Background: an optimization exercise with open tools, aiming at small area and a short achievable clock period. Do not read the settings as production practice.
The RTL was checked by simulation tests, not by an equivalence proof against the original design.
Power is estimated from default activity; no workload was simulated.

Design RV32I, start of the top module:
module RV32I(clk,reset,imem_addr,imem_rdata,dmem_en,dmem_we,dmem_addr,dmem_wdata,dmem_rdata,wb_rd,wb_data
    );
input clk,reset;
output [7:0] imem_addr;
input [31:0] imem_rdata;
output dmem_en,dmem_we;
output [8:0] dmem_addr;
output [31:0] dmem_wdata;
input [31:0] dmem_rdata;
output [4:0] wb_rd;
output [31:0] wb_data;
integer j;
genvar g;
reg        rst_q;       
reg  [7:0] pc_d;        
reg  [7:0] cur_q;
reg [31:0] ins_q;       
assign imem_addr = cur_q & {8{reset}};
wire       br_n;        
wire [7:0] bt_n;        
wire [7:0] seq_n = imem_addr + {7'd0, reset};
always @(posedge clk) begin
  rst_q <= reset;
  pc_d  <= imem_addr;
  cur_q <= br_n ? bt_n : seq_n;
  ins_q <= imem_rdata;
end
wire [31:0] ins = ins_q;
wire [6:0] opc = ins[6:0] & {7{rst_q}};
wire [2:0] f3  = ins[14:12];
wire [6:0] f7  = ins[31:25];
wire is_ld = (opc == 7'b0000011);
wire is_im = (opc == 7'b0010011);
wire is_st = (opc == 7'b0100011);
wire is_br = (opc == 7'b1100011);
wire is_rr = (opc == 7'b0110011);
wire is_ri = is_rr | is_im;
wire f7z = (f7 == 7'b0000000);
wire f7s = (f7 == 7'b0100000);
localparam OP_ADD = 4'd0, OP_SUB = 4'd1, OP_SLT = 4'd2, OP_AND = 4'd3,
           OP_OR  = 4'd4, OP_XOR = 4'd5, OP_SLL = 4'd6, OP_SRL = 4'd7,
           OP_SRA = 4'd8;
reg [3:0] op_n;
always @* begin
  if ((is_rr & f7z & (f3 == 3'b000)) | (is_im & (f3 == 3'b000)) | is_ld | is_st)
    op_n = OP_ADD;
  else if ((is_rr & f7s & (f3 == 3'b000)) | (is_im & (f3 == 3'b011)) | (is_br & (f3[2:1] == 2'b00)))
    op_n = OP_SUB;
  else if (is_ri & (f3 == 3'b001))
    op_n = OP_SLL;
  else if (is_ri & f7z & (f3 == 3'b101))
    op_n = OP_SRL;
  else if (is_ri & f7s & (f3 == 3'b101))
    op_n = OP_SRA;
  else if (is_ri & (f3 == 3'b110))
    op_n = OP_AND;
  else if (is_ri & (f3 == 3'b111))
    op_n = OP_OR;
  else if (is_ri & (f3 == 3'b100))
    op_n = OP_XOR;
  else
  ...
Size in the first run: roughly 56000 µm² of cells after synthesis.
export LEC_CHECK = 0
export CAP_MARGIN = 20
export CORE_MARGIN = 2
export CORE_UTILIZATION = 40
export PLACE_DENSITY = 0.6
export SETUP_SLACK_MARGIN = 0.6
export SLEW_MARGIN = 20
export SYNTH_HIERARCHICAL = 1
create_clock -name core_clock -period 12.0 [get_ports {clk}]
standard.sh (not shown) runs the stock make flow with config.mk's settings and CLKGATE_MAP_FILE= SYNTH_SCRIPT=/design/flow/synth_recipe.tcl, a recipe that flattens the netlist after the stock synthesis.
==> flow/flow/run.sh <==
#!/bin/bash
set -euo pipefail
W=$(pwd)
bash standard.sh \
  "BUFFER_PORTS_ARGS=-buffer_cell sky130_fd_sc_hd__buf_2" \
  "CTS_ARGS=-sink_clustering_enable -repair_clock_nets -dont_use_dummy_load -buf_list sky130_fd_sc_hd__clkbuf_16 -sink_clustering_size 24 -sink_clustering_max_diameter 90" \
  "SETUP_SLACK_MARGIN=6.8" \
  finish > "$W/make.log" 2>&1
Rerun with:
--- a/flow/design.v
+++ b/flow/design.v
@@ -86,21 +86,21 @@
       r <= ({32{ld}} & d) | ({32{hd}} & r);
     assign rf[g*32 +: 32] = r;
   end
 endgenerate
 reg [3:0] h1, h2;
 reg [7:0] l1, l2;
 reg [31:0] s1, s2;
 always @* begin
   for (j = 0; j < 4; j = j + 1) begin
     h1[j] = (ins[19:18] == j);
-    h2[j] = (ins[24:23] == j);
+    h2[j] = rst_q & (ins[24:23] == j);
   end
   for (j = 0; j < 8; j = j + 1) begin
     l1[j] = (ins[17:15] == j);
     l2[j] = (ins[22:20] == j);
   end
   for (j = 0; j < 32; j = j + 1) begin
     s1[j] = h1[j / 8] & l1[j % 8];
     s2[j] = h2[j / 8] & l2[j % 8];
   end
 end
Result:
- sequential power hardly moves
- cell area stays flat
- synthesized area came out higher by 0.40%
- global-route usage came out higher by 0.68 points
- routed wire length came out higher by 2.2%
- worst hold slack improved by 0.027 ns
- setup slack got worse by 0.071 ns
- synthesized cell count came out higher by 0.78%
- fmax came out lower by 1.3%
- total power came out lower by 0.71%
- final cell count came out higher by 0.49%
- count of clock-buffer cells in the layout came out lower by 1
- via count came out higher by 0.84%

The RTL this note starts from:
==> flow/design.v <==
module RV32I(clk,reset,imem_addr,imem_rdata,dmem_en,dmem_we,dmem_addr,dmem_wdata,dmem_rdata,wb_rd,wb_data
    );
input clk,reset;
output [7:0] imem_addr;
input [31:0] imem_rdata;
output dmem_en,dmem_we;
output [8:0] dmem_addr;
output [31:0] dmem_wdata;
input [31:0] dmem_rdata;
output [4:0] wb_rd;
output [31:0] wb_data;
integer j;
genvar g;
reg        rst_q;       
reg  [7:0] pc_d;        
reg        br_q;        
reg  [7:0] bt_q;        
reg [31:0] ins_q;      
wire [7:0] seq = pc_d + {7'd0, rst_q};
wire [7:0] cur = br_q ? bt_q : seq;
assign imem_addr = cur & {8{reset}};
always @(posedge clk) begin
  rst_q <= reset;
  pc_d  <= imem_addr;
  ins_q <= imem_rdata;
end
wire [31:0] ins = ins_q & {32{rst_q}};
wire [6:0] opc = ins[6:0];
wire [2:0] f3  = ins[14:12];
wire [6:0] f7  = ins[31:25];
wire is_ld = (opc == 7'b0000011);
wire is_im = (opc == 7'b0010011);
wire is_st = (opc == 7'b0100011);
wire is_br = (opc == 7'b1100011);
wire is_rr = (opc == 7'b0110011);
wire is_ri = is_rr | is_im;
wire f7z = (f7 == 7'b0000000);
wire f7s = (f7 == 7'b0100000);
localparam OP_ADD = 4'd0, OP_SUB = 4'd1, OP_SLT = 4'd2, OP_AND = 4'd3,
           OP_OR  = 4'd4, OP_XOR = 4'd5, OP_SLL = 4'd6, OP_SRL = 4'd7,
           OP_SRA = 4'd8;
reg [3:0] op_n;
always @* begin
  if ((is_rr & f7z & (f3 == 3'b000)) | (is_im & (f3 == 3'b000)) | is_ld | is_st)
    op_n = OP_ADD;
  else if ((is_rr & f7s & (f3 == 3'b000)) | (is_im & (f3 == 3'b011)) | (is_br & (f3[2:1] == 2'b00)))
    op_n = OP_SUB;
  else if (is_ri & (f3 == 3'b001))
    op_n = OP_SLL;
  else if (is_ri & f7z & (f3 == 3'b101))
    op_n = OP_SRL;
  else if (is_ri & f7s & (f3 == 3'b101))
    op_n = OP_SRA;
  else if (is_ri & (f3 == 3'b110))
    op_n = OP_AND;
  else if (is_ri & (f3 == 3'b111))
    op_n = OP_OR;
  else if (is_ri & (f3 == 3'b100))
    op_n = OP_XOR;
  else
    op_n = OP_SLT;
end
wire [11:0] bimm = {ins[31], ins[7], ins[30:25], ins[11:8]};
wire [11:0] imm_n = (is_ld | is_im) ? ins[31:20] :
                    is_st ? {ins[31:25], ins[11:7]} :
                    is_br ? bimm : 12'd0;
wire immsel_n = is_ld | is_im | is_st | is_br;
wire [1:0] els_n = is_st ? f3[1:0] : 2'b11;
wire [4:0] rw_n = is_st ? ins[24:20] : ins[11:7];
reg  [4:0] rw_wb;
reg [31:0] wbd;
wire [1023:0] rf;
wire [31:0] wd0 = wbd & {32{rst_q}};      
wire [4:0]  wd1 = wbd[4:0] | {5{~rst_q}};  
generate
  for (g = 0; g < 32; g = g + 1) begin : regs
    reg [31:0] r;
    wire we = ~rst_q | (rw_wb == g);
    wire [4:0] gi = g;
    wire [31:0] d = {wd0[31:5], (wd1 & gi) | (wd0[4:0] & ~gi)};
    always @(posedge clk)
      if (we) r <= d;
    assign rf[g*32 +: 32] = r;
  end
endgenerate
wire [4:0] rs1 = ins[19:15];
wire [4:0] rs2 = ins[24:20];
reg [31:0] ra, rb;
always @* begin
  ra = 32'd0;
  rb = 32'd0;
  for (j = 0; j < 32; j = j + 1) begin
    ra = ra | (rf[j*32 +: 32] & {32{rs1 == j}});
    rb = rb | (rf[j*32 +: 32] & {32{rs2 == j}});
  end
end
wire bs = bimm[11];
wire hi_match = (ra[30:11] == {20{bs}});
wire lo_eq = (ra[10:0] == bimm[10:0]);
wire lo_lt = (ra[10:0] < bimm[10:0]);
wire b_eq  = hi_match & (ra[31] == bs) & lo_eq;         
wire b_ovf = hi_match & (ra[31] != bs) & (lo_lt ^ bs);  
wire b_zero = (f3[2:1] == 2'b00) ? b_eq : ~b_ovf;
wire br_n = is_br & (f3[0] ^ b_zero);
wire [7:0] bt_n = pc_d + {bimm[6:0], 1'b0};
reg [31:0] A, B;
reg [3:0]  op;
reg [11:0] imm;
reg        immsel;
reg [1:0]  els;
reg        sel_d, dmen_d, dmwe_d;
reg [4:0]  rw_d;
always @(posedge clk) begin
  br_q   <= br_n;
  bt_q   <= bt_n;
  A      <= ra;
  B      <= rb;
  op     <= op_n;
  imm    <= imm_n;
  immsel <= immsel_n;
  els    <= els_n;
  sel_d  <= is_ld;
  dmen_d <= is_ld | is_st;
  dmwe_d <= is_st;
  rw_d   <= rw_n;
end
wire [31:0] bv = immsel ? {{20{imm[11]}}, imm} : B;
wire sub = (op == OP_SUB) | (op == OP_SLT);
wire [31:0] bx = bv ^ {32{sub}};
wire [31:0] xp = A ^ bx;    
wire [31:0] xg = A & bx;    
reg [31:0] cg, cp;
integer l, i;
always @* begin
  cg = xg;
  cp = xp;
  cg[0] = xg[0] | (xp[0] & sub);
  for (l = 1; l < 32; l = l * 2)
    for (i = 2 * l - 1; i < 32; i = i + 2 * l) begin
      cg[i] = cg[i] | (cp[i] & cg[i - l]);
      cp[i] = cp[i] & cp[i - l];
    end
  for (l = 8; l >= 1; l = l / 2)
    for (i = 3 * l - 1; i < 32; i = i + 2 * l)
      cg[i] = cg[i] | (cp[i] & cg[i - l]);
end
wire [31:0] sum = xp ^ {cg[30:0], sub};
wire b_min = bv[31] & ~|bv[30:0];
wire ovf = ((A[31] == bx[31]) & (sum[31] != A[31])) ^ b_min;
wire big = |bv[31:5];
wire left = (op == OP_SLL);
wire fill = (op == OP_SRA) & A[31];
reg [31:0] a_rev;
always @* for (j = 0; j < 32; j = j + 1) a_rev[j] = A[31-j];
wire [31:0] sin = left ? a_rev : A;
wire [63:0] sext = {{32{fill}}, sin};
wire [31:0] sr = big ? {32{fill}} : sext[bv[4:0] +: 32];
reg [31:0] sl;
always @* for (j = 0; j < 32; j = j + 1) sl[j] = sr[31-j];
wire r_sum = (op == OP_ADD) | (op == OP_SUB);
wire r_and = (op == OP_AND);
wire r_or  = (op == OP_OR);
wire r_xor = (op == OP_XOR);
wire r_sl  = (op == OP_SLL);
wire r_sr  = (op == OP_SRL) | (op == OP_SRA);
wire r_slt = ~(r_sum | r_and | r_or | r_xor | r_sl | r_sr);
wire [31:0] res = ({32{r_sum}} & sum) | ({32{r_and}} & xg) | ({32{r_or}} & (xp | xg)) |
                  ({32{r_xor}} & xp) | ({32{r_sl}} & sl) | ({32{r_sr}} & sr) |
                  {31'd0, r_slt & ovf};
wire [31:0] bb_n = els[1] ? B : els[0] ? {16'd0, B[15:0]} : {24'd0, B[7:0]};
reg [31:0] ans_ex, bb;
reg        sel_e, dmen_e, dmwe_e;
reg [4:0]  rw_e;
always @(posedge clk) begin
  ans_ex <= res;
  bb     <= bb_n;
  sel_e  <= sel_d;
  dmen_e <= dmen_d;
  dmwe_e <= dmwe_d;
  rw_e   <= rw_d;
end
assign dmem_en    = dmen_e;
assign dmem_we    = dmwe_e;
assign dmem_addr  = ans_ex[8:0];
assign dmem_wdata = bb;
reg [31:0] wdm;
reg [4:0]  rw_m;
always @(posedge clk) begin
  wdm  <= sel_e ? dmem_rdata : ans_ex;
  rw_m <= rw_e;
end
always @(posedge clk) begin
  wbd   <= wdm;
  rw_wb <= rw_m;
end
assign wb_rd   = rw_wb;
assign wb_data = wbd;
endmodule
clock: 12.0 ns
lec_check: 0
cap_margin: 20
core_margin: 2
core_utilization: 40
place_density: 0.6
setup_slack_margin: 0.6
slew_margin: 20
run.sh (not shown) runs the stock make flow with config.mk's settings and CLKGATE_MAP_FILE= SYNTH_SCRIPT=/design/flow/synth_recipe.tcl, a recipe that flattens the netlist after the stock synthesis.
Stock flow here: none of the scripts above is used.
Then changed:
--- a/flow/design.v
+++ b/flow/design.v
@@ -15,16 +15,15 @@
 reg  [7:0] pc_d;        
 reg        br_q;        
 reg  [7:0] bt_q;        
-reg [31:0] ins_q;      
+reg [31:0] ins;
 wire [7:0] seq = pc_d + {7'd0, rst_q};
 wire [7:0] cur = br_q ? bt_q : seq;
 assign imem_addr = cur & {8{reset}};
 always @(posedge clk) begin
   rst_q <= reset;
   pc_d  <= imem_addr;
-  ins_q <= imem_rdata;
+  ins   <= imem_rdata & {32{reset}};
 end
-wire [31:0] ins = ins_q & {32{rst_q}};
 wire [6:0] opc = ins[6:0];
 wire [2:0] f3  = ins[14:12];
 wire [6:0] f7  = ins[31:25];
@@ -70,12 +69,12 @@
 reg  [4:0] rw_wb;
 reg [31:0] wbd;
 wire [1023:0] rf;
-wire [31:0] wd0 = wbd & {32{rst_q}};      
-wire [4:0]  wd1 = wbd[4:0] | {5{~rst_q}};  
+wire [31:0] wd0 = wbd & {32{reset}};      
+wire [4:0]  wd1 = wbd[4:0] | {5{~reset}};  
 generate
   for (g = 0; g < 32; g = g + 1) begin : regs
     reg [31:0] r;
-    wire we = ~rst_q | (rw_wb == g);
+    wire we = ~reset | (rw_wb == g);
     wire [4:0] gi = g;
     wire [31:0] d = {wd0[31:5], (wd1 & gi) | (wd0[4:0] & ~gi)};
     always @(posedge clk)
@@ -127,24 +126,7 @@
 wire [31:0] bv = immsel ? {{20{imm[11]}}, imm} : B;
 wire sub = (op == OP_SUB) | (op == OP_SLT);
 wire [31:0] bx = bv ^ {32{sub}};
-wire [31:0] xp = A ^ bx;    
-wire [31:0] xg = A & bx;    
-reg [31:0] cg, cp;
-integer l, i;
-always @* begin
-  cg = xg;
-  cp = xp;
-  cg[0] = xg[0] | (xp[0] & sub);
-  for (l = 1; l < 32; l = l * 2)
-    for (i = 2 * l - 1; i < 32; i = i + 2 * l) begin
-      cg[i] = cg[i] | (cp[i] & cg[i - l]);
-      cp[i] = cp[i] & cp[i - l];
-    end
-  for (l = 8; l >= 1; l = l / 2)
-    for (i = 3 * l - 1; i < 32; i = i + 2 * l)
-      cg[i] = cg[i] | (cp[i] & cg[i - l]);
-end
-wire [31:0] sum = xp ^ {cg[30:0], sub};
+wire [31:0] sum = A + bx + {31'd0, sub};
 wire b_min = bv[31] & ~|bv[30:0];
 wire ovf = ((A[31] == bx[31]) & (sum[31] != A[31])) ^ b_min;
 wire big = |bv[31:5];
@@ -157,16 +139,18 @@
 wire [31:0] sr = big ? {32{fill}} : sext[bv[4:0] +: 32];
 reg [31:0] sl;
 always @* for (j = 0; j < 32; j = j + 1) sl[j] = sr[31-j];
-wire r_sum = (op == OP_ADD) | (op == OP_SUB);
-wire r_and = (op == OP_AND);
-wire r_or  = (op == OP_OR);
-wire r_xor = (op == OP_XOR);
-wire r_sl  = (op == OP_SLL);
-wire r_sr  = (op == OP_SRL) | (op == OP_SRA);
-wire r_slt = ~(r_sum | r_and | r_or | r_xor | r_sl | r_sr);
-wire [31:0] res = ({32{r_sum}} & sum) | ({32{r_and}} & xg) | ({32{r_or}} & (xp | xg)) |
-                  ({32{r_xor}} & xp) | ({32{r_sl}} & sl) | ({32{r_sr}} & sr) |
-                  {31'd0, r_slt & ovf};
+reg [31:0] res;
+always @* begin
+  case (op)
+    OP_ADD, OP_SUB: res = sum;
+    OP_AND: res = A & bv;
+    OP_OR:  res = A | bv;
+    OP_XOR: res = A ^ bv;
+    OP_SLL: res = sl;
+    OP_SRL, OP_SRA: res = sr;
+    default: res = {31'd0, ovf};
+  endcase
+end
 wire [31:0] bb_n = els[1] ? B : els[0] ? {16'd0, B[15:0]} : {24'd0, B[7:0]};
 reg [31:0] ans_ex, bb;
 reg        sel_e, dmen_e, dmwe_e;
Design area is higher slightly.
Worst hold slack is about the same.
Setup slack improved by 0.18 ns.
Clock power is higher slightly.
Wire length is higher by a few percent.
Maximum frequency is higher by a few percent.
Synthesized cell count is lower slightly.
Via count is higher slightly.
Area after synthesis is higher slightly.
Utilization stays the same.
Final cell count barely changes.
Non-clock buffer count is lower by 1.

==> port drivers added, routing unchanged <==
The flow's constraints put no driver on any port. The routed layouts listed below were extracted and timed again, unchanged, in two steps. Step 1 assumes that a clkbuf_16 drives the clock port and a buf_2 every other input. Step 2, shift: input delay + t, output delay - t, t = (earliest + latest rising clock arrival at the registers) / 2. This alone moves slack from input paths to output paths. Three values: ideal ports, drivers, drivers and shift; two values: the first two.
run | t (ns) | slack for setup (ns) | latest minus earliest clock arrival (ns) | worst register clock-pin slew, ns | worst slew at a driven data input, ns
the first run of note 1 | 0.777 | 6.812 / 6.699 / 6.699 | 0.098 / 0.099 | 0.11 / 0.11 | 0.12
the second run of note 1 | 0.759 | 6.741 / 6.692 / 6.692 | 0.096 / 0.096 | 0.11 / 0.11 | 0.08
the first run of note 2 | 0.885 | 5.618 / 5.596 / 5.596 | 0.031 / 0.031 | 0.07 / 0.07 | 0.10
the second run of note 2 | 0.876 | 5.801 / 5.760 / 5.760 | 0.040 / 0.040 | 0.07 / 0.07 | 0.09
After both steps every run listed still meets setup and hold. The setup slack of the first run of note 1, which loses most, moves by -0.113 ns with the drivers and by -0.113 ns with both steps.
